From an optimization exercise on the open Yosys and OpenROAD flow, aimed at small area, a short achievable clock period and few clock cycles per item; shortcuts taken in it are not production practice.
For this run, only the layout was checked, not whether the RTL still works.
Power and IR drop assume default switching activity.

[design/flow/flow/run.sh]
#!/bin/bash
set -euo pipefail
cd "$(dirname "$0")/.."
export BUFFER_PORTS_ARGS="-buffer_cell sky130_fd_sc_hd__buf_2"
bash standard.sh > make.log 2>&1
[design/flow/standard.sh]
#!/bin/bash
# synth_recipe.tcl (not shown) runs the flow's synth.tcl, then flattens the netlist and writes it again
# the make line also repeats each setting of config.mk as NAME=value (left out here)
make -C /OpenROAD-flow-scripts/flow DESIGN_CONFIG=/design/flow/config.mk WORK_HOME=/design/flow/orfs CLKGATE_MAP_FILE= SYNTH_SCRIPT=/design/flow/synth_recipe.tcl "${@:-finish}"
[design/flow/config.mk]
export PLATFORM = sky130hd
export DESIGN_NAME = multiplier
export DESIGN_NICKNAME = multiplier
export VERILOG_FILES = /design/flow/design.v
export SDC_FILE = /design/flow/constraint.sdc
export NUM_CORES = 4
export LEC_CHECK = 0
export CAP_MARGIN = 20
export CORE_MARGIN = 2
export CORE_UTILIZATION = 40
export GPL_TIMING_DRIVEN = 0
export SLEW_MARGIN = 20
export SYNTH_HIERARCHICAL = 1
[design/flow/constraint.sdc]
create_clock -name core_clock -period 4.0 [get_ports {clk}]
set_input_delay 0.8000 -clock core_clock [delete_from_list [all_inputs] [get_ports {clk}]]
set_output_delay 0.8000 -clock core_clock [all_outputs]
set_load 0.01 [all_outputs]
[design/flow/design.v]
module multiplier(
	input logic clk,
	input logic rst,
	input logic start_flag,
	input logic[15:0] a,
	input logic[15:0] b,
	output logic[31:0] result,
	output logic status
	);
	logic one1;
	logic two2;
	logic cb3;
	logic y4;
	logic y5;
	logic y6;
	logic y7;
	logic y8;
	logic y9;
	logic y10;
	logic y11;
	logic y12;
	logic y13;
	logic y14;
	logic y15;
	logic y16;
	logic y17;
	logic y18;
	logic y19;
	logic y20;
	logic pp21;
	logic pp22;
	logic pp23;
	logic pp24;
	logic pp25;
	logic pp26;
	logic pp27;
	logic pp28;
	logic pp29;
	logic pp30;
	logic pp31;
	logic pp32;
	logic pp33;
	logic pp34;
	logic pp35;
	logic pp36;
	logic pp37;
	logic one38;
	logic two39;
	logic cb40;
	logic y41;
	logic y42;
	logic y43;
	logic y44;
	logic y45;
	logic y46;
	logic y47;
	logic y48;
	logic y49;
	logic y50;
	logic y51;
	logic y52;
	logic y53;
	logic y54;
	logic y55;
	logic y56;
	logic y57;
	logic pp58;
	logic pp59;
	logic pp60;
	logic pp61;
	logic pp62;
	logic pp63;
	logic pp64;
	logic pp65;
	logic pp66;
	logic pp67;
	logic pp68;
	logic pp69;
	logic pp70;
	logic pp71;
	logic pp72;
	logic pp73;
	logic pp74;
	logic one75;
	logic two76;
	logic cb77;
	logic y78;
	logic y79;
	logic y80;
	logic y81;
	logic y82;
	logic y83;
	logic y84;
	logic y85;
	logic y86;
	logic y87;
	logic y88;
	logic y89;
	logic y90;
	logic y91;
	logic y92;
	logic y93;
	logic y94;
	logic pp95;
	logic pp96;
	logic pp97;
	logic pp98;
	logic pp99;
	logic pp100;
	logic pp101;
	logic pp102;
	logic pp103;
	logic pp104;
	logic pp105;
	logic pp106;
	logic pp107;
	logic pp108;
	logic pp109;
	logic pp110;
	logic pp111;
	logic one112;
	logic two113;
	logic cb114;
	logic y115;
	logic y116;
	logic y117;
	logic y118;
	logic y119;
	logic y120;
	logic y121;
	logic y122;
	logic y123;
	logic y124;
	logic y125;
	logic y126;
	logic y127;
	logic y128;
	logic y129;
	logic y130;
	logic y131;
	logic pp132;
	logic pp133;
	logic pp134;
	logic pp135;
	logic pp136;
	logic pp137;
	logic pp138;
	logic pp139;
	logic pp140;
	logic pp141;
	logic pp142;
	logic pp143;
	logic pp144;
	logic pp145;
	logic pp146;
	logic pp147;
	logic pp148;
	logic one149;
	logic two150;
	logic cb151;
	logic y152;
	logic y153;
	logic y154;
	logic y155;
	logic y156;
	logic y157;
	logic y158;
	logic y159;
	logic y160;
	logic y161;
	logic y162;
	logic y163;
	logic y164;
	logic y165;
	logic y166;
	logic y167;
	logic y168;
	logic pp169;
	logic pp170;
	logic pp171;
	logic pp172;
	logic pp173;
	logic pp174;
	logic pp175;
	logic pp176;
	logic pp177;
	logic pp178;
	logic pp179;
	logic pp180;
	logic pp181;
	logic pp182;
	logic pp183;
	logic pp184;
	logic pp185;
	logic one186;
	logic two187;
	logic cb188;
	logic y189;
	logic y190;
	logic y191;
	logic y192;
	logic y193;
	logic y194;
	logic y195;
	logic y196;
	logic y197;
	logic y198;
	logic y199;
	logic y200;
	logic y201;
	logic y202;
	logic y203;
	logic y204;
	logic y205;
	logic pp206;
	logic pp207;
	logic pp208;
	logic pp209;
	logic pp210;
	logic pp211;
	logic pp212;
	logic pp213;
	logic pp214;
	logic pp215;
	logic pp216;
	logic pp217;
	logic pp218;
	logic pp219;
	logic pp220;
	logic pp221;
	logic pp222;
	logic one223;
	logic two224;
	logic cb225;
	logic y226;
	logic y227;
	logic y228;
	logic y229;
	logic y230;
	logic y231;
	logic y232;
	logic y233;
	logic y234;
	logic y235;
	logic y236;
	logic y237;
	logic y238;
	logic y239;
	logic y240;
	logic y241;
	logic y242;
	logic pp243;
	logic pp244;
	logic pp245;
	logic pp246;
	logic pp247;
	logic pp248;
	logic pp249;
	logic pp250;
	logic pp251;
	logic pp252;
	logic pp253;
	logic pp254;
	logic pp255;
	logic pp256;
	logic pp257;
	logic pp258;
	logic pp259;
	logic one260;
	logic two261;
	logic cb262;
	logic y263;
	logic y264;
	logic y265;
	logic y266;
	logic y267;
	logic y268;
	logic y269;
	logic y270;
	logic y271;
	logic y272;
	logic y273;
	logic y274;
	logic y275;
	logic y276;
	logic y277;
	logic y278;
	logic y279;
	logic pp280;
	logic pp281;
	logic pp282;
	logic pp283;
	logic pp284;
	logic pp285;
	logic pp286;
	logic pp287;
	logic pp288;
	logic pp289;
	logic pp290;
	logic pp291;
	logic pp292;
	logic pp293;
	logic pp294;
	logic pp295;
	logic pp296;
	logic s297;
	logic c298;
	logic s299;
	logic c300;
	logic s301;
	logic c302;
	logic s303;
	logic c304;
	logic s305;
	logic c306;
	logic s307;
	logic c308;
	logic s309;
	logic c310;
	logic s311;
	logic c312;
	logic s313;
	logic c314;
	logic s315;
	logic c316;
	logic s317;
	logic c318;
	logic s319;
	logic c320;
	logic s321;
	logic c322;
	logic s323;
	logic c324;
	logic s325;
	logic c326;
	logic s327;
	logic c328;
	logic s329;
	logic c330;
	logic s331;
	logic c332;
	logic s333;
	logic c334;
	logic s335;
	logic c336;
	logic s337;
	logic c338;
	logic s339;
	logic c340;
	logic s341;
	logic c342;
	logic s343;
	logic c344;
	logic s345;
	logic c346;
	logic s347;
	logic c348;
	logic s349;
	logic c350;
	logic s351;
	logic c352;
	logic s353;
	logic c354;
	logic s355;
	logic c356;
	logic s357;
	logic c358;
	logic s359;
	logic c360;
	logic s361;
	logic c362;
	logic s363;
	logic c364;
	logic s365;
	logic c366;
	logic s367;
	logic c368;
	logic s369;
	logic c370;
	logic s371;
	logic c372;
	logic s373;
	logic c374;
	logic s375;
	logic c376;
	logic s377;
	logic c378;
	logic s379;
	logic c380;
	logic s381;
	logic c382;
	logic s383;
	logic c384;
	logic s385;
	logic c386;
	logic s387;
	logic c388;
	logic s389;
	logic c390;
	logic s391;
	logic c392;
	logic s393;
	logic c394;
	logic s395;
	logic c396;
	logic s397;
	logic c398;
	logic s399;
	logic c400;
	logic s401;
	logic c402;
	logic s403;
	logic c404;
	logic s405;
	logic c406;
	logic s407;
	logic c408;
	logic s409;
	logic c410;
	logic s411;
	logic c412;
	logic s413;
	logic c414;
	logic s415;
	logic c416;
	logic s417;
	logic c418;
	logic s419;
	logic c420;
	logic s421;
	logic c422;
	logic s423;
	logic c424;
	logic s425;
	logic c426;
	logic s427;
	logic c428;
	logic s429;
	logic c430;
	logic s431;
	logic c432;
	logic s433;
	logic c434;
	logic s435;
	logic c436;
	logic s437;
	logic c438;
	logic s439;
	logic c440;
	logic s441;
	logic c442;
	logic s443;
	logic c444;
	logic s445;
	logic c446;
	logic s447;
	logic c448;
	logic s449;
	logic c450;
	logic s451;
	logic c452;
	logic s453;
	logic c454;
	logic s455;
	logic c456;
	logic s457;
	logic c458;
	logic s459;
	logic c460;
	logic s461;
	logic c462;
	logic s463;
	logic c464;
	logic s465;
	logic c466;
	logic s467;
	logic c468;
	logic s469;
	logic c470;
	logic s471;
	logic c472;
	logic s473;
	logic c474;
	logic s475;
	logic c476;
	logic s477;
	logic c478;
	logic s479;
	logic c480;
	logic s481;
	logic c482;
	logic s483;
	logic c484;
	logic s485;
	logic c486;
	logic s487;
	logic c488;
	logic s489;
	logic c490;
	logic s491;
	logic c492;
	logic s493;
	logic c494;
	logic s495;
	logic c496;
	logic s497;
	logic c498;
	logic s499;
	logic c500;
	logic s501;
	logic c502;
	logic s503;
	logic c504;
	logic s505;
	logic c506;
	logic s507;
	logic c508;
	logic s509;
	logic c510;
	logic s511;
	logic c512;
	logic s513;
	logic c514;
	logic s515;
	logic c516;
	logic s517;
	logic c518;
	logic s519;
	logic c520;
	logic q0_0;
	logic q0_1;
	logic q1_0;
	logic q2_0;
	logic q2_1;
	logic q3_0;
	logic q3_1;
	logic q4_0;
	logic q4_1;
	logic q5_0;
	logic q5_1;
	logic q6_0;
	logic q6_1;
	logic q7_0;
	logic q7_1;
	logic q8_0;
	logic q8_1;
	logic q9_0;
	logic q9_1;
	logic q10_0;
	logic q10_1;
	logic q11_0;
	logic q11_1;
	logic q12_0;
	logic q12_1;
	logic q13_0;
	logic q13_1;
	logic q14_0;
	logic q14_1;
	logic q15_0;
	logic q15_1;
	logic q16_0;
	logic q16_1;
	logic q17_0;
	logic q17_1;
	logic q18_0;
	logic q18_1;
	logic q19_0;
	logic q19_1;
	logic q20_0;
	logic q20_1;
	logic q21_0;
	logic q21_1;
	logic q22_0;
	logic q22_1;
	logic q23_0;
	logic q23_1;
	logic q24_0;
	logic q24_1;
	logic q25_0;
	logic q25_1;
	logic q26_0;
	logic q26_1;
	logic q27_0;
	logic q27_1;
	logic q28_0;
	logic q28_1;
	logic q29_0;
	logic q29_1;
	logic q30_0;
	logic q30_1;
	logic done;
	assign one1 = b[0];
	assign two2 = b[1] & ~b[0];
	assign cb3 = b[1] | ~b[0];
	assign y4 = ~(a[0] ^ b[1]);
	assign y5 = ~(a[1] ^ b[1]);
	assign y6 = ~(a[2] ^ b[1]);
	assign y7 = ~(a[3] ^ b[1]);
	assign y8 = ~(a[4] ^ b[1]);
	assign y9 = ~(a[5] ^ b[1]);
	assign y10 = ~(a[6] ^ b[1]);
	assign y11 = ~(a[7] ^ b[1]);
	assign y12 = ~(a[8] ^ b[1]);
	assign y13 = ~(a[9] ^ b[1]);
	assign y14 = ~(a[10] ^ b[1]);
	assign y15 = ~(a[11] ^ b[1]);
	assign y16 = ~(a[12] ^ b[1]);
	assign y17 = ~(a[13] ^ b[1]);
	assign y18 = ~(a[14] ^ b[1]);
	assign y19 = ~(a[15] ^ b[1]);
	assign y20 = ~b[1];
	mult_pp u_pp21 (.one(one1), .two(two2), .y0(y4), .y1(y20), .p(pp21));
	mult_pp u_pp22 (.one(one1), .two(two2), .y0(y5), .y1(y4), .p(pp22));
	mult_pp u_pp23 (.one(one1), .two(two2), .y0(y6), .y1(y5), .p(pp23));
	mult_pp u_pp24 (.one(one1), .two(two2), .y0(y7), .y1(y6), .p(pp24));
	mult_pp u_pp25 (.one(one1), .two(two2), .y0(y8), .y1(y7), .p(pp25));
	mult_pp u_pp26 (.one(one1), .two(two2), .y0(y9), .y1(y8), .p(pp26));
	mult_pp u_pp27 (.one(one1), .two(two2), .y0(y10), .y1(y9), .p(pp27));
	mult_pp u_pp28 (.one(one1), .two(two2), .y0(y11), .y1(y10), .p(pp28));
	mult_pp u_pp29 (.one(one1), .two(two2), .y0(y12), .y1(y11), .p(pp29));
	mult_pp u_pp30 (.one(one1), .two(two2), .y0(y13), .y1(y12), .p(pp30));
	mult_pp u_pp31 (.one(one1), .two(two2), .y0(y14), .y1(y13), .p(pp31));
	mult_pp u_pp32 (.one(one1), .two(two2), .y0(y15), .y1(y14), .p(pp32));
	mult_pp u_pp33 (.one(one1), .two(two2), .y0(y16), .y1(y15), .p(pp33));
	mult_pp u_pp34 (.one(one1), .two(two2), .y0(y17), .y1(y16), .p(pp34));
	mult_pp u_pp35 (.one(one1), .two(two2), .y0(y18), .y1(y17), .p(pp35));
	mult_pp u_pp36 (.one(one1), .two(two2), .y0(y19), .y1(y18), .p(pp36));
	assign pp37 = (one1 | two2) & y19;
	assign one38 = b[2] ^ b[1];
	assign two39 = (b[3] & ~b[2] & ~b[1]) | (~b[3] & b[2] & b[1]);
	assign cb40 = b[3] | ~(b[2] | b[1]);
	assign y41 = ~(a[0] ^ b[3]);
	assign y42 = ~(a[1] ^ b[3]);
	assign y43 = ~(a[2] ^ b[3]);
	assign y44 = ~(a[3] ^ b[3]);
	assign y45 = ~(a[4] ^ b[3]);
	assign y46 = ~(a[5] ^ b[3]);
	assign y47 = ~(a[6] ^ b[3]);
	assign y48 = ~(a[7] ^ b[3]);
	assign y49 = ~(a[8] ^ b[3]);
	assign y50 = ~(a[9] ^ b[3]);
	assign y51 = ~(a[10] ^ b[3]);
	assign y52 = ~(a[11] ^ b[3]);
	assign y53 = ~(a[12] ^ b[3]);
	assign y54 = ~(a[13] ^ b[3]);
	assign y55 = ~(a[14] ^ b[3]);
	assign y56 = ~(a[15] ^ b[3]);
	assign y57 = ~b[3];
	mult_pp u_pp58 (.one(one38), .two(two39), .y0(y41), .y1(y57), .p(pp58));
	mult_pp u_pp59 (.one(one38), .two(two39), .y0(y42), .y1(y41), .p(pp59));
	mult_pp u_pp60 (.one(one38), .two(two39), .y0(y43), .y1(y42), .p(pp60));
	mult_pp u_pp61 (.one(one38), .two(two39), .y0(y44), .y1(y43), .p(pp61));
	mult_pp u_pp62 (.one(one38), .two(two39), .y0(y45), .y1(y44), .p(pp62));
	mult_pp u_pp63 (.one(one38), .two(two39), .y0(y46), .y1(y45), .p(pp63));
	mult_pp u_pp64 (.one(one38), .two(two39), .y0(y47), .y1(y46), .p(pp64));
	mult_pp u_pp65 (.one(one38), .two(two39), .y0(y48), .y1(y47), .p(pp65));
	mult_pp u_pp66 (.one(one38), .two(two39), .y0(y49), .y1(y48), .p(pp66));
	mult_pp u_pp67 (.one(one38), .two(two39), .y0(y50), .y1(y49), .p(pp67));
	mult_pp u_pp68 (.one(one38), .two(two39), .y0(y51), .y1(y50), .p(pp68));
	mult_pp u_pp69 (.one(one38), .two(two39), .y0(y52), .y1(y51), .p(pp69));
	mult_pp u_pp70 (.one(one38), .two(two39), .y0(y53), .y1(y52), .p(pp70));
	mult_pp u_pp71 (.one(one38), .two(two39), .y0(y54), .y1(y53), .p(pp71));
	mult_pp u_pp72 (.one(one38), .two(two39), .y0(y55), .y1(y54), .p(pp72));
	mult_pp u_pp73 (.one(one38), .two(two39), .y0(y56), .y1(y55), .p(pp73));
	assign pp74 = (one38 | two39) & y56;
	assign one75 = b[4] ^ b[3];
	assign two76 = (b[5] & ~b[4] & ~b[3]) | (~b[5] & b[4] & b[3]);
	assign cb77 = b[5] | ~(b[4] | b[3]);
	assign y78 = ~(a[0] ^ b[5]);
	assign y79 = ~(a[1] ^ b[5]);
	assign y80 = ~(a[2] ^ b[5]);
	assign y81 = ~(a[3] ^ b[5]);
	assign y82 = ~(a[4] ^ b[5]);
	assign y83 = ~(a[5] ^ b[5]);
	assign y84 = ~(a[6] ^ b[5]);
	assign y85 = ~(a[7] ^ b[5]);
	assign y86 = ~(a[8] ^ b[5]);
	assign y87 = ~(a[9] ^ b[5]);
	assign y88 = ~(a[10] ^ b[5]);
	assign y89 = ~(a[11] ^ b[5]);
	assign y90 = ~(a[12] ^ b[5]);
	assign y91 = ~(a[13] ^ b[5]);
	assign y92 = ~(a[14] ^ b[5]);
	assign y93 = ~(a[15] ^ b[5]);
	assign y94 = ~b[5];
	mult_pp u_pp95 (.one(one75), .two(two76), .y0(y78), .y1(y94), .p(pp95));
	mult_pp u_pp96 (.one(one75), .two(two76), .y0(y79), .y1(y78), .p(pp96));
	mult_pp u_pp97 (.one(one75), .two(two76), .y0(y80), .y1(y79), .p(pp97));
	mult_pp u_pp98 (.one(one75), .two(two76), .y0(y81), .y1(y80), .p(pp98));
	mult_pp u_pp99 (.one(one75), .two(two76), .y0(y82), .y1(y81), .p(pp99));
	mult_pp u_pp100 (.one(one75), .two(two76), .y0(y83), .y1(y82), .p(pp100));
	mult_pp u_pp101 (.one(one75), .two(two76), .y0(y84), .y1(y83), .p(pp101));
	mult_pp u_pp102 (.one(one75), .two(two76), .y0(y85), .y1(y84), .p(pp102));
	mult_pp u_pp103 (.one(one75), .two(two76), .y0(y86), .y1(y85), .p(pp103));
	mult_pp u_pp104 (.one(one75), .two(two76), .y0(y87), .y1(y86), .p(pp104));
	mult_pp u_pp105 (.one(one75), .two(two76), .y0(y88), .y1(y87), .p(pp105));
	mult_pp u_pp106 (.one(one75), .two(two76), .y0(y89), .y1(y88), .p(pp106));
	mult_pp u_pp107 (.one(one75), .two(two76), .y0(y90), .y1(y89), .p(pp107));
	mult_pp u_pp108 (.one(one75), .two(two76), .y0(y91), .y1(y90), .p(pp108));
	mult_pp u_pp109 (.one(one75), .two(two76), .y0(y92), .y1(y91), .p(pp109));
	mult_pp u_pp110 (.one(one75), .two(two76), .y0(y93), .y1(y92), .p(pp110));
	assign pp111 = (one75 | two76) & y93;
	assign one112 = b[6] ^ b[5];
	assign two113 = (b[7] & ~b[6] & ~b[5]) | (~b[7] & b[6] & b[5]);
	assign cb114 = b[7] | ~(b[6] | b[5]);
	assign y115 = ~(a[0] ^ b[7]);
	assign y116 = ~(a[1] ^ b[7]);
	assign y117 = ~(a[2] ^ b[7]);
	assign y118 = ~(a[3] ^ b[7]);
	assign y119 = ~(a[4] ^ b[7]);
	assign y120 = ~(a[5] ^ b[7]);
	assign y121 = ~(a[6] ^ b[7]);
	assign y122 = ~(a[7] ^ b[7]);
	assign y123 = ~(a[8] ^ b[7]);
	assign y124 = ~(a[9] ^ b[7]);
	assign y125 = ~(a[10] ^ b[7]);
	assign y126 = ~(a[11] ^ b[7]);
	assign y127 = ~(a[12] ^ b[7]);
	assign y128 = ~(a[13] ^ b[7]);
	assign y129 = ~(a[14] ^ b[7]);
	assign y130 = ~(a[15] ^ b[7]);
	assign y131 = ~b[7];
	mult_pp u_pp132 (.one(one112), .two(two113), .y0(y115), .y1(y131), .p(pp132));
	mult_pp u_pp133 (.one(one112), .two(two113), .y0(y116), .y1(y115), .p(pp133));
	mult_pp u_pp134 (.one(one112), .two(two113), .y0(y117), .y1(y116), .p(pp134));
	mult_pp u_pp135 (.one(one112), .two(two113), .y0(y118), .y1(y117), .p(pp135));
	mult_pp u_pp136 (.one(one112), .two(two113), .y0(y119), .y1(y118), .p(pp136));
	mult_pp u_pp137 (.one(one112), .two(two113), .y0(y120), .y1(y119), .p(pp137));
	mult_pp u_pp138 (.one(one112), .two(two113), .y0(y121), .y1(y120), .p(pp138));
	mult_pp u_pp139 (.one(one112), .two(two113), .y0(y122), .y1(y121), .p(pp139));
	mult_pp u_pp140 (.one(one112), .two(two113), .y0(y123), .y1(y122), .p(pp140));
	mult_pp u_pp141 (.one(one112), .two(two113), .y0(y124), .y1(y123), .p(pp141));
	mult_pp u_pp142 (.one(one112), .two(two113), .y0(y125), .y1(y124), .p(pp142));
	mult_pp u_pp143 (.one(one112), .two(two113), .y0(y126), .y1(y125), .p(pp143));
	mult_pp u_pp144 (.one(one112), .two(two113), .y0(y127), .y1(y126), .p(pp144));
	mult_pp u_pp145 (.one(one112), .two(two113), .y0(y128), .y1(y127), .p(pp145));
	mult_pp u_pp146 (.one(one112), .two(two113), .y0(y129), .y1(y128), .p(pp146));
	mult_pp u_pp147 (.one(one112), .two(two113), .y0(y130), .y1(y129), .p(pp147));
	assign pp148 = (one112 | two113) & y130;
	assign one149 = b[8] ^ b[7];
	assign two150 = (b[9] & ~b[8] & ~b[7]) | (~b[9] & b[8] & b[7]);
	assign cb151 = b[9] | ~(b[8] | b[7]);
	assign y152 = ~(a[0] ^ b[9]);
	assign y153 = ~(a[1] ^ b[9]);
	assign y154 = ~(a[2] ^ b[9]);
	assign y155 = ~(a[3] ^ b[9]);
	assign y156 = ~(a[4] ^ b[9]);
	assign y157 = ~(a[5] ^ b[9]);
	assign y158 = ~(a[6] ^ b[9]);
	assign y159 = ~(a[7] ^ b[9]);
	assign y160 = ~(a[8] ^ b[9]);
	assign y161 = ~(a[9] ^ b[9]);
	assign y162 = ~(a[10] ^ b[9]);
	assign y163 = ~(a[11] ^ b[9]);
	assign y164 = ~(a[12] ^ b[9]);
	assign y165 = ~(a[13] ^ b[9]);
	assign y166 = ~(a[14] ^ b[9]);
	assign y167 = ~(a[15] ^ b[9]);
	assign y168 = ~b[9];
	mult_pp u_pp169 (.one(one149), .two(two150), .y0(y152), .y1(y168), .p(pp169));
	mult_pp u_pp170 (.one(one149), .two(two150), .y0(y153), .y1(y152), .p(pp170));
	mult_pp u_pp171 (.one(one149), .two(two150), .y0(y154), .y1(y153), .p(pp171));
	mult_pp u_pp172 (.one(one149), .two(two150), .y0(y155), .y1(y154), .p(pp172));
	mult_pp u_pp173 (.one(one149), .two(two150), .y0(y156), .y1(y155), .p(pp173));
	mult_pp u_pp174 (.one(one149), .two(two150), .y0(y157), .y1(y156), .p(pp174));
	mult_pp u_pp175 (.one(one149), .two(two150), .y0(y158), .y1(y157), .p(pp175));
	mult_pp u_pp176 (.one(one149), .two(two150), .y0(y159), .y1(y158), .p(pp176));
	mult_pp u_pp177 (.one(one149), .two(two150), .y0(y160), .y1(y159), .p(pp177));
	mult_pp u_pp178 (.one(one149), .two(two150), .y0(y161), .y1(y160), .p(pp178));
	mult_pp u_pp179 (.one(one149), .two(two150), .y0(y162), .y1(y161), .p(pp179));
	mult_pp u_pp180 (.one(one149), .two(two150), .y0(y163), .y1(y162), .p(pp180));
	mult_pp u_pp181 (.one(one149), .two(two150), .y0(y164), .y1(y163), .p(pp181));
	mult_pp u_pp182 (.one(one149), .two(two150), .y0(y165), .y1(y164), .p(pp182));
	mult_pp u_pp183 (.one(one149), .two(two150), .y0(y166), .y1(y165), .p(pp183));
	mult_pp u_pp184 (.one(one149), .two(two150), .y0(y167), .y1(y166), .p(pp184));
	assign pp185 = (one149 | two150) & y167;
	assign one186 = b[10] ^ b[9];
	assign two187 = (b[11] & ~b[10] & ~b[9]) | (~b[11] & b[10] & b[9]);
	assign cb188 = b[11] | ~(b[10] | b[9]);
	assign y189 = ~(a[0] ^ b[11]);
	assign y190 = ~(a[1] ^ b[11]);
	assign y191 = ~(a[2] ^ b[11]);
	assign y192 = ~(a[3] ^ b[11]);
	assign y193 = ~(a[4] ^ b[11]);
	assign y194 = ~(a[5] ^ b[11]);
	assign y195 = ~(a[6] ^ b[11]);
	assign y196 = ~(a[7] ^ b[11]);
	assign y197 = ~(a[8] ^ b[11]);
	assign y198 = ~(a[9] ^ b[11]);
	assign y199 = ~(a[10] ^ b[11]);
	assign y200 = ~(a[11] ^ b[11]);
	assign y201 = ~(a[12] ^ b[11]);
	assign y202 = ~(a[13] ^ b[11]);
	assign y203 = ~(a[14] ^ b[11]);
	assign y204 = ~(a[15] ^ b[11]);
	assign y205 = ~b[11];
	mult_pp u_pp206 (.one(one186), .two(two187), .y0(y189), .y1(y205), .p(pp206));
	mult_pp u_pp207 (.one(one186), .two(two187), .y0(y190), .y1(y189), .p(pp207));
	mult_pp u_pp208 (.one(one186), .two(two187), .y0(y191), .y1(y190), .p(pp208));
	mult_pp u_pp209 (.one(one186), .two(two187), .y0(y192), .y1(y191), .p(pp209));
	mult_pp u_pp210 (.one(one186), .two(two187), .y0(y193), .y1(y192), .p(pp210));
	mult_pp u_pp211 (.one(one186), .two(two187), .y0(y194), .y1(y193), .p(pp211));
	mult_pp u_pp212 (.one(one186), .two(two187), .y0(y195), .y1(y194), .p(pp212));
	mult_pp u_pp213 (.one(one186), .two(two187), .y0(y196), .y1(y195), .p(pp213));
	mult_pp u_pp214 (.one(one186), .two(two187), .y0(y197), .y1(y196), .p(pp214));
	mult_pp u_pp215 (.one(one186), .two(two187), .y0(y198), .y1(y197), .p(pp215));
	mult_pp u_pp216 (.one(one186), .two(two187), .y0(y199), .y1(y198), .p(pp216));
	mult_pp u_pp217 (.one(one186), .two(two187), .y0(y200), .y1(y199), .p(pp217));
	mult_pp u_pp218 (.one(one186), .two(two187), .y0(y201), .y1(y200), .p(pp218));
	mult_pp u_pp219 (.one(one186), .two(two187), .y0(y202), .y1(y201), .p(pp219));
	mult_pp u_pp220 (.one(one186), .two(two187), .y0(y203), .y1(y202), .p(pp220));
	mult_pp u_pp221 (.one(one186), .two(two187), .y0(y204), .y1(y203), .p(pp221));
	assign pp222 = (one186 | two187) & y204;
	assign one223 = b[12] ^ b[11];
	assign two224 = (b[13] & ~b[12] & ~b[11]) | (~b[13] & b[12] & b[11]);
	assign cb225 = b[13] | ~(b[12] | b[11]);
	assign y226 = ~(a[0] ^ b[13]);
	assign y227 = ~(a[1] ^ b[13]);
	assign y228 = ~(a[2] ^ b[13]);
	assign y229 = ~(a[3] ^ b[13]);
	assign y230 = ~(a[4] ^ b[13]);
	assign y231 = ~(a[5] ^ b[13]);
	assign y232 = ~(a[6] ^ b[13]);
	assign y233 = ~(a[7] ^ b[13]);
	assign y234 = ~(a[8] ^ b[13]);
	assign y235 = ~(a[9] ^ b[13]);
	assign y236 = ~(a[10] ^ b[13]);
	assign y237 = ~(a[11] ^ b[13]);
	assign y238 = ~(a[12] ^ b[13]);
	assign y239 = ~(a[13] ^ b[13]);
	assign y240 = ~(a[14] ^ b[13]);
	assign y241 = ~(a[15] ^ b[13]);
	assign y242 = ~b[13];
	mult_pp u_pp243 (.one(one223), .two(two224), .y0(y226), .y1(y242), .p(pp243));
	mult_pp u_pp244 (.one(one223), .two(two224), .y0(y227), .y1(y226), .p(pp244));
	mult_pp u_pp245 (.one(one223), .two(two224), .y0(y228), .y1(y227), .p(pp245));
	mult_pp u_pp246 (.one(one223), .two(two224), .y0(y229), .y1(y228), .p(pp246));
	mult_pp u_pp247 (.one(one223), .two(two224), .y0(y230), .y1(y229), .p(pp247));
	mult_pp u_pp248 (.one(one223), .two(two224), .y0(y231), .y1(y230), .p(pp248));
	mult_pp u_pp249 (.one(one223), .two(two224), .y0(y232), .y1(y231), .p(pp249));
	mult_pp u_pp250 (.one(one223), .two(two224), .y0(y233), .y1(y232), .p(pp250));
	mult_pp u_pp251 (.one(one223), .two(two224), .y0(y234), .y1(y233), .p(pp251));
	mult_pp u_pp252 (.one(one223), .two(two224), .y0(y235), .y1(y234), .p(pp252));
	mult_pp u_pp253 (.one(one223), .two(two224), .y0(y236), .y1(y235), .p(pp253));
	mult_pp u_pp254 (.one(one223), .two(two224), .y0(y237), .y1(y236), .p(pp254));
	mult_pp u_pp255 (.one(one223), .two(two224), .y0(y238), .y1(y237), .p(pp255));
	mult_pp u_pp256 (.one(one223), .two(two224), .y0(y239), .y1(y238), .p(pp256));
	mult_pp u_pp257 (.one(one223), .two(two224), .y0(y240), .y1(y239), .p(pp257));
	mult_pp u_pp258 (.one(one223), .two(two224), .y0(y241), .y1(y240), .p(pp258));
	assign pp259 = (one223 | two224) & y241;
	assign one260 = b[14] ^ b[13];
	assign two261 = (b[15] & ~b[14] & ~b[13]) | (~b[15] & b[14] & b[13]);
	assign cb262 = b[15] | ~(b[14] | b[13]);
	assign y263 = ~(a[0] ^ b[15]);
	assign y264 = ~(a[1] ^ b[15]);
	assign y265 = ~(a[2] ^ b[15]);
	assign y266 = ~(a[3] ^ b[15]);
	assign y267 = ~(a[4] ^ b[15]);
	assign y268 = ~(a[5] ^ b[15]);
	assign y269 = ~(a[6] ^ b[15]);
	assign y270 = ~(a[7] ^ b[15]);
	assign y271 = ~(a[8] ^ b[15]);
	assign y272 = ~(a[9] ^ b[15]);
	assign y273 = ~(a[10] ^ b[15]);
	assign y274 = ~(a[11] ^ b[15]);
	assign y275 = ~(a[12] ^ b[15]);
	assign y276 = ~(a[13] ^ b[15]);
	assign y277 = ~(a[14] ^ b[15]);
	assign y278 = ~(a[15] ^ b[15]);
	assign y279 = ~b[15];
	mult_pp u_pp280 (.one(one260), .two(two261), .y0(y263), .y1(y279), .p(pp280));
	mult_pp u_pp281 (.one(one260), .two(two261), .y0(y264), .y1(y263), .p(pp281));
	mult_pp u_pp282 (.one(one260), .two(two261), .y0(y265), .y1(y264), .p(pp282));
	mult_pp u_pp283 (.one(one260), .two(two261), .y0(y266), .y1(y265), .p(pp283));
	mult_pp u_pp284 (.one(one260), .two(two261), .y0(y267), .y1(y266), .p(pp284));
	mult_pp u_pp285 (.one(one260), .two(two261), .y0(y268), .y1(y267), .p(pp285));
	mult_pp u_pp286 (.one(one260), .two(two261), .y0(y269), .y1(y268), .p(pp286));
	mult_pp u_pp287 (.one(one260), .two(two261), .y0(y270), .y1(y269), .p(pp287));
	mult_pp u_pp288 (.one(one260), .two(two261), .y0(y271), .y1(y270), .p(pp288));
	mult_pp u_pp289 (.one(one260), .two(two261), .y0(y272), .y1(y271), .p(pp289));
	mult_pp u_pp290 (.one(one260), .two(two261), .y0(y273), .y1(y272), .p(pp290));
	mult_pp u_pp291 (.one(one260), .two(two261), .y0(y274), .y1(y273), .p(pp291));
	mult_pp u_pp292 (.one(one260), .two(two261), .y0(y275), .y1(y274), .p(pp292));
	mult_pp u_pp293 (.one(one260), .two(two261), .y0(y276), .y1(y275), .p(pp293));
	mult_pp u_pp294 (.one(one260), .two(two261), .y0(y277), .y1(y276), .p(pp294));
	mult_pp u_pp295 (.one(one260), .two(two261), .y0(y278), .y1(y277), .p(pp295));
	assign pp296 = (one260 | two261) & y278;
	mult_ha u_s297 (.x(cb188), .y(pp31), .s(s297), .c(c298));
	mult_ha u_s299 (.x(pp32), .y(pp67), .s(s299), .c(c300));
	mult_fa u_s301 (.x(cb225), .y(pp33), .z(pp68), .s(s301), .c(c302));
	mult_ha u_s303 (.x(pp103), .y(pp138), .s(s303), .c(c304));
	mult_fa u_s305 (.x(pp34), .y(pp69), .z(pp104), .s(s305), .c(c306));
	mult_ha u_s307 (.x(pp139), .y(pp174), .s(s307), .c(c308));
	mult_fa u_s309 (.x(cb262), .y(pp35), .z(pp70), .s(s309), .c(c310));
	mult_fa u_s311 (.x(pp105), .y(pp140), .z(pp175), .s(s311), .c(c312));
	mult_ha u_s313 (.x(pp210), .y(pp245), .s(s313), .c(c314));
	mult_fa u_s315 (.x(pp36), .y(pp71), .z(pp106), .s(s315), .c(c316));
	mult_fa u_s317 (.x(pp141), .y(pp176), .z(pp211), .s(s317), .c(c318));
	mult_ha u_s319 (.x(pp246), .y(pp281), .s(s319), .c(c320));
	assign s321 = ~(pp37 ^ pp72);
	assign c322 = pp37 | pp72;
	mult_fa u_s323 (.x(pp107), .y(pp142), .z(pp177), .s(s323), .c(c324));
	mult_fa u_s325 (.x(pp212), .y(pp247), .z(pp282), .s(s325), .c(c326));
	assign s327 = ~(pp73 ^ pp108);
	assign c328 = pp73 | pp108;
	mult_fa u_s329 (.x(pp143), .y(pp178), .z(pp213), .s(s329), .c(c330));
	mult_ha u_s331 (.x(pp248), .y(pp283), .s(s331), .c(c332));
	mult_fa u_s333 (.x(pp74), .y(pp109), .z(pp144), .s(s333), .c(c334));
	mult_fa u_s335 (.x(pp179), .y(pp214), .z(pp249), .s(s335), .c(c336));
	assign s337 = ~(pp110 ^ pp145);
	assign c338 = pp110 | pp145;
	mult_ha u_s339 (.x(pp180), .y(pp215), .s(s339), .c(c340));
	mult_fa u_s341 (.x(pp111), .y(pp146), .z(pp181), .s(s341), .c(c342));
	assign s343 = ~pp147;
	assign c344 = pp147;
	mult_ha u_s345 (.x(cb114), .y(pp27), .s(s345), .c(c346));
	mult_ha u_s347 (.x(pp28), .y(pp63), .s(s347), .c(c348));
	mult_fa u_s349 (.x(cb151), .y(pp29), .z(pp64), .s(s349), .c(c350));
	mult_ha u_s351 (.x(pp99), .y(pp134), .s(s351), .c(c352));
	mult_fa u_s353 (.x(pp30), .y(pp65), .z(pp100), .s(s353), .c(c354));
	mult_ha u_s355 (.x(pp135), .y(pp170), .s(s355), .c(c356));
	mult_fa u_s357 (.x(pp66), .y(pp101), .z(pp136), .s(s357), .c(c358));
	mult_fa u_s359 (.x(pp171), .y(pp206), .z(s297), .s(s359), .c(c360));
	mult_fa u_s361 (.x(pp102), .y(pp137), .z(pp172), .s(s361), .c(c362));
	mult_fa u_s363 (.x(pp207), .y(c298), .z(s299), .s(s363), .c(c364));
	mult_fa u_s365 (.x(pp173), .y(pp208), .z(pp243), .s(s365), .c(c366));
	mult_fa u_s367 (.x(c300), .y(s303), .z(s301), .s(s367), .c(c368));
	mult_fa u_s369 (.x(pp209), .y(pp244), .z(c304), .s(s369), .c(c370));
	mult_fa u_s371 (.x(s307), .y(c302), .z(s305), .s(s371), .c(c372));
	mult_fa u_s373 (.x(pp280), .y(c308), .z(s313), .s(s373), .c(c374));
	mult_fa u_s375 (.x(c306), .y(s309), .z(s311), .s(s375), .c(c376));
	mult_fa u_s377 (.x(c314), .y(s319), .z(c310), .s(s377), .c(c378));
	mult_fa u_s379 (.x(c312), .y(s315), .z(s317), .s(s379), .c(c380));
	mult_fa u_s381 (.x(c320), .y(c316), .z(c318), .s(s381), .c(c382));
	mult_fa u_s383 (.x(s321), .y(s323), .z(s325), .s(s383), .c(c384));
	mult_fa u_s385 (.x(s331), .y(c322), .z(c324), .s(s385), .c(c386));
	mult_fa u_s387 (.x(c326), .y(s327), .z(s329), .s(s387), .c(c388));
	mult_fa u_s389 (.x(pp284), .y(c332), .z(c328), .s(s389), .c(c390));
	mult_fa u_s391 (.x(c330), .y(s333), .z(s335), .s(s391), .c(c392));
	mult_fa u_s393 (.x(pp250), .y(pp285), .z(s339), .s(s393), .c(c394));
	mult_fa u_s395 (.x(c334), .y(c336), .z(s337), .s(s395), .c(c396));
	mult_fa u_s397 (.x(pp216), .y(pp251), .z(pp286), .s(s397), .c(c398));
	mult_fa u_s399 (.x(c340), .y(c338), .z(s341), .s(s399), .c(c400));
	mult_fa u_s401 (.x(pp182), .y(pp217), .z(pp252), .s(s401), .c(c402));
	mult_fa u_s403 (.x(pp287), .y(s343), .z(c342), .s(s403), .c(c404));
	mult_fa u_s405 (.x(pp148), .y(pp183), .z(pp218), .s(s405), .c(c406));
	mult_fa u_s407 (.x(pp253), .y(pp288), .z(c344), .s(s407), .c(c408));
	assign s409 = ~(pp184 ^ pp219);
	assign c410 = pp184 | pp219;
	mult_ha u_s411 (.x(pp254), .y(pp289), .s(s411), .c(c412));
	mult_fa u_s413 (.x(pp185), .y(pp220), .z(pp255), .s(s413), .c(c414));
	assign s415 = ~pp221;
	assign c416 = pp221;
	mult_ha u_s417 (.x(cb77), .y(pp25), .s(s417), .c(c418));
	mult_ha u_s419 (.x(pp26), .y(pp61), .s(s419), .c(c420));
	mult_fa u_s421 (.x(pp62), .y(pp97), .z(pp132), .s(s421), .c(c422));
	mult_fa u_s423 (.x(pp98), .y(pp133), .z(c346), .s(s423), .c(c424));
	mult_fa u_s425 (.x(pp169), .y(c348), .z(s351), .s(s425), .c(c426));
	mult_fa u_s427 (.x(c352), .y(s355), .z(c350), .s(s427), .c(c428));
	mult_fa u_s429 (.x(c356), .y(c354), .z(s357), .s(s429), .c(c430));
	mult_fa u_s431 (.x(c358), .y(s361), .z(c360), .s(s431), .c(c432));
	mult_fa u_s433 (.x(c362), .y(s365), .z(c364), .s(s433), .c(c434));
	mult_fa u_s435 (.x(c366), .y(s369), .z(c368), .s(s435), .c(c436));
	mult_fa u_s437 (.x(c370), .y(s373), .z(c372), .s(s437), .c(c438));
	mult_fa u_s439 (.x(c374), .y(c376), .z(s377), .s(s439), .c(c440));
	mult_fa u_s441 (.x(c378), .y(c380), .z(s381), .s(s441), .c(c442));
	mult_fa u_s443 (.x(c382), .y(c384), .z(s385), .s(s443), .c(c444));
	mult_fa u_s445 (.x(c386), .y(c388), .z(s389), .s(s445), .c(c446));
	mult_fa u_s447 (.x(c390), .y(s393), .z(c392), .s(s447), .c(c448));
	mult_fa u_s449 (.x(s397), .y(c394), .z(c396), .s(s449), .c(c450));
	mult_fa u_s451 (.x(c398), .y(s401), .z(c400), .s(s451), .c(c452));
	mult_fa u_s453 (.x(c402), .y(s405), .z(s407), .s(s453), .c(c454));
	mult_fa u_s455 (.x(s411), .y(c406), .z(s409), .s(s455), .c(c456));
	mult_fa u_s457 (.x(pp290), .y(c412), .z(c410), .s(s457), .c(c458));
	mult_fa u_s459 (.x(pp256), .y(pp291), .z(s415), .s(s459), .c(c460));
	mult_fa u_s461 (.x(pp222), .y(pp257), .z(pp292), .s(s461), .c(c462));
	assign s463 = ~pp258;
	assign c464 = pp258;
	mult_ha u_s465 (.x(cb40), .y(pp23), .s(s465), .c(c466));
	mult_ha u_s467 (.x(pp24), .y(pp59), .s(s467), .c(c468));
	mult_fa u_s469 (.x(pp60), .y(pp95), .z(s417), .s(s469), .c(c470));
	mult_fa u_s471 (.x(pp96), .y(c418), .z(s419), .s(s471), .c(c472));
	mult_fa u_s473 (.x(c420), .y(s345), .z(s421), .s(s473), .c(c474));
	mult_fa u_s475 (.x(s347), .y(c422), .z(s423), .s(s475), .c(c476));
	mult_fa u_s477 (.x(s349), .y(c424), .z(s425), .s(s477), .c(c478));
	mult_fa u_s479 (.x(s353), .y(c426), .z(s427), .s(s479), .c(c480));
	mult_fa u_s481 (.x(c428), .y(s359), .z(s429), .s(s481), .c(c482));
	mult_fa u_s483 (.x(s363), .y(c430), .z(s431), .s(s483), .c(c484));
	mult_fa u_s485 (.x(s367), .y(c432), .z(s433), .s(s485), .c(c486));
	mult_fa u_s487 (.x(s371), .y(c434), .z(s435), .s(s487), .c(c488));
	mult_fa u_s489 (.x(s375), .y(c436), .z(s437), .s(s489), .c(c490));
	mult_fa u_s491 (.x(s379), .y(c438), .z(s439), .s(s491), .c(c492));
	mult_fa u_s493 (.x(s383), .y(c440), .z(s441), .s(s493), .c(c494));
	mult_fa u_s495 (.x(s387), .y(c442), .z(s443), .s(s495), .c(c496));
	mult_fa u_s497 (.x(s391), .y(c444), .z(s445), .s(s497), .c(c498));
	mult_fa u_s499 (.x(s395), .y(c446), .z(s447), .s(s499), .c(c500));
	mult_fa u_s501 (.x(s399), .y(c448), .z(s449), .s(s501), .c(c502));
	mult_fa u_s503 (.x(s403), .y(c450), .z(s451), .s(s503), .c(c504));
	mult_fa u_s505 (.x(c404), .y(s453), .z(c452), .s(s505), .c(c506));
	mult_fa u_s507 (.x(c408), .y(s455), .z(c454), .s(s507), .c(c508));
	mult_fa u_s509 (.x(s413), .y(c456), .z(s457), .s(s509), .c(c510));
	mult_fa u_s511 (.x(c414), .y(c458), .z(s459), .s(s511), .c(c512));
	mult_fa u_s513 (.x(c416), .y(s461), .z(c460), .s(s513), .c(c514));
	mult_fa u_s515 (.x(pp293), .y(s463), .z(c462), .s(s515), .c(c516));
	mult_fa u_s517 (.x(pp259), .y(pp294), .z(c464), .s(s517), .c(c518));
	assign s519 = ~pp295;
	assign c520 = pp295;
	always_ff @(posedge clk) begin
		q0_0 <= cb3;
		q0_1 <= pp21;
		q1_0 <= pp22;
		q2_0 <= s465;
		q2_1 <= pp58;
		q3_0 <= c466;
		q3_1 <= s467;
		q4_0 <= c468;
		q4_1 <= s469;
		q5_0 <= c470;
		q5_1 <= s471;
		q6_0 <= c472;
		q6_1 <= s473;
		q7_0 <= c474;
		q7_1 <= s475;
		q8_0 <= c476;
		q8_1 <= s477;
		q9_0 <= c478;
		q9_1 <= s479;
		q10_0 <= c480;
		q10_1 <= s481;
		q11_0 <= c482;
		q11_1 <= s483;
		q12_0 <= c484;
		q12_1 <= s485;
		q13_0 <= c486;
		q13_1 <= s487;
		q14_0 <= c488;
		q14_1 <= s489;
		q15_0 <= c490;
		q15_1 <= s491;
		q16_0 <= c492;
		q16_1 <= s493;
		q17_0 <= c494;
		q17_1 <= s495;
		q18_0 <= c496;
		q18_1 <= s497;
		q19_0 <= c498;
		q19_1 <= s499;
		q20_0 <= c500;
		q20_1 <= s501;
		q21_0 <= c502;
		q21_1 <= s503;
		q22_0 <= c504;
		q22_1 <= s505;
		q23_0 <= c506;
		q23_1 <= s507;
		q24_0 <= c508;
		q24_1 <= s509;
		q25_0 <= c510;
		q25_1 <= s511;
		q26_0 <= c512;
		q26_1 <= s513;
		q27_0 <= c514;
		q27_1 <= s515;
		q28_0 <= c516;
		q28_1 <= s517;
		q29_0 <= c518;
		q29_1 <= s519;
		q30_0 <= c520;
		q30_1 <= pp296;
	end
	always_ff @(posedge clk or negedge rst) begin
		if(~rst) done <= 1'b0;
		else done <= start_flag;
	end
	logic[32:0] hi;
	assign hi = {1'b1, q30_0, q29_0, q28_0, q27_0, q26_0, q25_0, q24_0, q23_0, q22_0, q21_0, q20_0, q19_0, q18_0, q17_0, q16_0, q15_0, q14_0, q13_0, q12_0, q11_0, q10_0, q9_0, q8_0, q7_0, q6_0, q5_0, q4_0, q3_0, q2_0, q1_0, q0_0, 1'b0} + {1'b0, q30_1, q29_1, q28_1, q27_1, q26_1, q25_1, q24_1, q23_1, q22_1, q21_1, q20_1, q19_1, q18_1, q17_1, q16_1, q15_1, q14_1, q13_1, q12_1, q11_1, q10_1, q9_1, q8_1, q7_1, q6_1, q5_1, q4_1, q3_1, q2_1, 1'b0, q0_1, 1'b0};
	assign result = hi[32:1];
	assign status = done;
endmodule
module mult_fa(input logic x, input logic y, input logic z, output logic s, output logic c);
	assign s = x ^ y ^ z;
	assign c = (x & y) | (x & z) | (y & z);
endmodule
module mult_pp(input logic one, input logic two, input logic y0, input logic y1, output logic p);
	assign p = ~((one & y0) | (two & y1));
endmodule
module mult_ha(input logic x, input logic y, output logic s, output logic c);
	assign s = x ^ y;
	assign c = x & y;
endmodule
==> impl_metrics.yaml <==
pwr:
  pwr-share-seq_pct: 13.7
  internal_power_mw: 3.867
  p_leak_nw: 3.473
  power_frac_comb_pct: 74.0
  max-vdd-ir-drop_uv: 274.2
  switching_share_pct: 46.99
  p_clk_share_pct: 12.3
  power_density_nw_per_um2: 762.1
  switching_power_mw: 3.429
  power_mw: 7.296
clock_tree:
  cts-hold-fix-buffers: 0
  clk_path_buf_depth: 2
  path_clk_slew_ns: 0.05
  cts.sink_count: 62
  cts_tree: "built"
  cts_root_buf: "clkbuf_16"
  htreeDepth: 3
  numCtsBuffers: 9
setup_path:
  start_kind: "input pin"
  path_max_fanout: 10
  cp.arrival_ns: 4.10
  cp_data_required_time_ns: 4.19
  cp-end-kind: "flip-flop"
  crit_type: "input pin to flip-flop"
die:
  die_area_um2: 21970
  rows: 52
  fp.coreArea_um2: 20300
  start_util_pct: 40.99
  pin_count: 68
  die_x_um: 148.2
  dieHeight_um: 148.2
global_route:
  grt_first_pass_wirelength_um: 33270
  antenna_found_initial: 0
  grt_use_total_pct: 19.09
  grt_pass1_vias: 6153
  grt_max_degree: 19
  grt_overflow_total: 0
worst_hold_path:
  hp-class: "input pin to asynchronous set/reset pin"
sta:
  tightest_slew_ns: 0.8628
  min_period_ns: 3.909
  setup_ws_ns: 0.09065
  fin_crit_sh_pct: 97.73
  final_hold_viol_count: 0
  setup_viol: 0
  slew_headroom_pct: 42.48
  rsz0062_at_grt: "no"
  fin_setup_tns_ns: 0
  timing.hold.ws_ns: 0.2410
  maxSlewViolCount: 0
  max_freq_ghz: 0.2558
placed_design:
  dp_hpwl_um: 17180
  portBuffers: 50
  gp_congestion: 0.9007
  dp_slack_ns: -0.5005
  placed_area_um2: 9027
synthesis:
  yosysTopAreaCellShare_pct: 20.93
  synth_cell_types: 57
  syn-cell-area_um2: 8320
  synth_edf_count: 0
  synthTopCellsByArea: "fa_1 (21%), a22oi_2 (19%), dfxtp_1 (15%), xnor2_1 (15%), ha_1 (8.9%)"
  syn_nets: 988
  netlist_instances: 807
  yosys_warnings: 7
  yosysMostFrequentCell: "xnor2_1"
  ys_ff_latch: 62
  yosys-top-cells-count: "xnor2_1 (139), a22oi_2 (128), fa_1 (87), dfxtp_1 (61), ha_1 (59)"
  ys.flop_type: "dfxtp_1"
  yosysSeqAreaShare_pct: 14.98
  synthArstFlopShare_pct: 1.613
  syn_avg_cell_area_um2: 10.31
  yosysTopAreaCell: "fa_1"
drt:
  wirelength_um: 20760
  vias: 6259
  vias_per_cell: 5.400
  wire_per_inst_um: 17.91
  drcViolationCount: 0
  drt_iter0_drc: 298
  dr.pass1.iters: 4
  drtAntennaViolNets: 0
finish:
  drive_above_1_share_pct: 28.91
  multiInputGateArea_um2: 6904
  fill_cells: 1973
  seq_area_um2: 1246
  final_area_um2: 9574
  syn_to_final_growth_pct: 15.07
  antenna_cells: 0
  finalNetCount: 1065
job:
  drv_cap: 0
run_status:
  status: "finished clean"
cell usage in the layout (no fill, tap or decap), types with 4 or more instances in the layout:
master and count:
nor2b_1 4, a211oi_1 4, clkbuf_1 15, o21bai_1 4, a31oi_1 4, clkbuf_2 9, a22oi_2 128, o21ai_4 4
a21oi_1 29, nand4_1 4, o21ai_0 26, xor2_1 10, ha_1 55, fa_1 87, or2_2 9, ha_4 4
nand2_1 30, dfxtp_1 61, inv_1 47, xnor2_1 139, buf_4 19, o21a_1 12, a21o_1 8, nor2_1 29
buf_1 8, nor4_1 4, nand3_1 14, buf_2 51, nor3_1 10, clkbuf_16 9
kinds of logic (layout without fill, tap and decap cells):
group	Yosys count	after routing	share of synthesized area [%]
AOI/OAI and AO/OA	247	247	28.77
DFF	62	62	14.98
xor gates and xnor gates	149	149	15.68
and+or+nand+nor	117	117	6.752
adders and majority gates	146	146	29.80
buffers and inverters	85	167	3.895
muxes	1	1	0.1203
per-module statistics from Yosys, one instance, submodules excluded:
| module | copies in the design | cells |
|---|---|---|
| mult_fa | 87 | 1 |
| mult_pp | 128 | 1 |
| multiplier | 1 | 575 |
| mult_ha | 17 | 1 |
critical path, cell delays in order:
cell and delay [ns]:
buf_2 0.14, buf_4 0.25, buf_6 0.20, inv_1 0.12, ha_4 0.38, clkbuf_4 0.24
buf_4 0.13, a22oi_2 0.08, ha_1 0.26, fa_1 0.51, fa_1 0.58, fa_1 0.41
per-layer routing:
| metal | track usage, % | vias to the layer above | wire length, µm |
|---|---|---|---|
| li1 | - | 3061 | - |
| met1 | 29.20 | 3051 | 10780 |
| met2 | 28.75 | 133 | 8770 |
| met3 | 2.454 | 14 | 957 |
| met4 | 4.143 | 0 | 243 |
| met5 | 0 | - | 0 |
final timing paths:
check,start,to,slack [ns],cells past startpoint
min,rst,done$_DFF_PN0_,0.24,1
max,b[7],q14_1$_DFF_P_,0.09,12
max in group asynchronous,rst,done$_DFF_PN0_,3.68,1
min in group core_clock,start_flag,done$_DFF_PN0_,0.58,1
repair_timing:
| item | in CTS | in global routing |
|---|---|---|
| setup endpoints to repair | 17 | 14 |
| pin swaps | 2 | 2 |
| setup buffers | 4 | 12 |
| gates resized for setup | 11 | 9 |
through the flow:
stage / cells / utilization, %
after floorplan: 807 / -
after global placement: 1127 / 44.47
after detailed placement: 1127 / 44.47
after CTS: 1147 / 46.60
after global routing: 1159 / 47.16
final: 1159 / 47.16
power groups by stage:
| stage | combinational (mW) | clock [mW] | sequential, mW |
|---|---|---|---|
| 2_1_floorplan | 3.88 | 0 | 0.993 |
| 3_3_place_gp | 5.32 | 0 | 1.01 |
| 3_5_place_dp | 5.36 | 0 | 1.02 |
| 4_1_cts | 5.42 | 0.922 | 1.01 |
| 5_1_grt | 6.08 | 0.943 | 1.03 |
| 6_report | 5.40 | 0.897 | 1.00 |
final cells by class:
cell class,count,area share (%)
buffer,38,1.973
sequential,62,13.02
clock inverter,3,0.9409
tap,270,3.528
inverter,47,1.843
clock buffer,13,2.718
timing repair buffer,66,3.868
multi-input combinational,660,72.11

## what the ideal ports hide
No port has a modelled driver above. Below, the same layout with a new extraction and two added sets of constraints.
Step 1: set_driving_cell puts a clkbuf_16 on clk and a buf_2 on each other input, an assumption about the parent block.
Step 2, shift: input delay + t, output delay - t, t = (earliest + latest rising clock arrival at the registers) / 2. This alone moves slack from input paths to output paths.
Three values: ideal, step 1, step 2; two values: the first two.
t (ns): 0.355
slack for setup (ns): 0.091 / 0.107 / -0.249
worst hold slack (ns): 0.241 / 0.225 / 0.581
worst setup path at the end: input to register
With both steps, setup timing fails in this run, where it was met with ideal ports. The setup slack of this run moves by +0.016 ns with the drivers and by -0.340 ns with both steps.
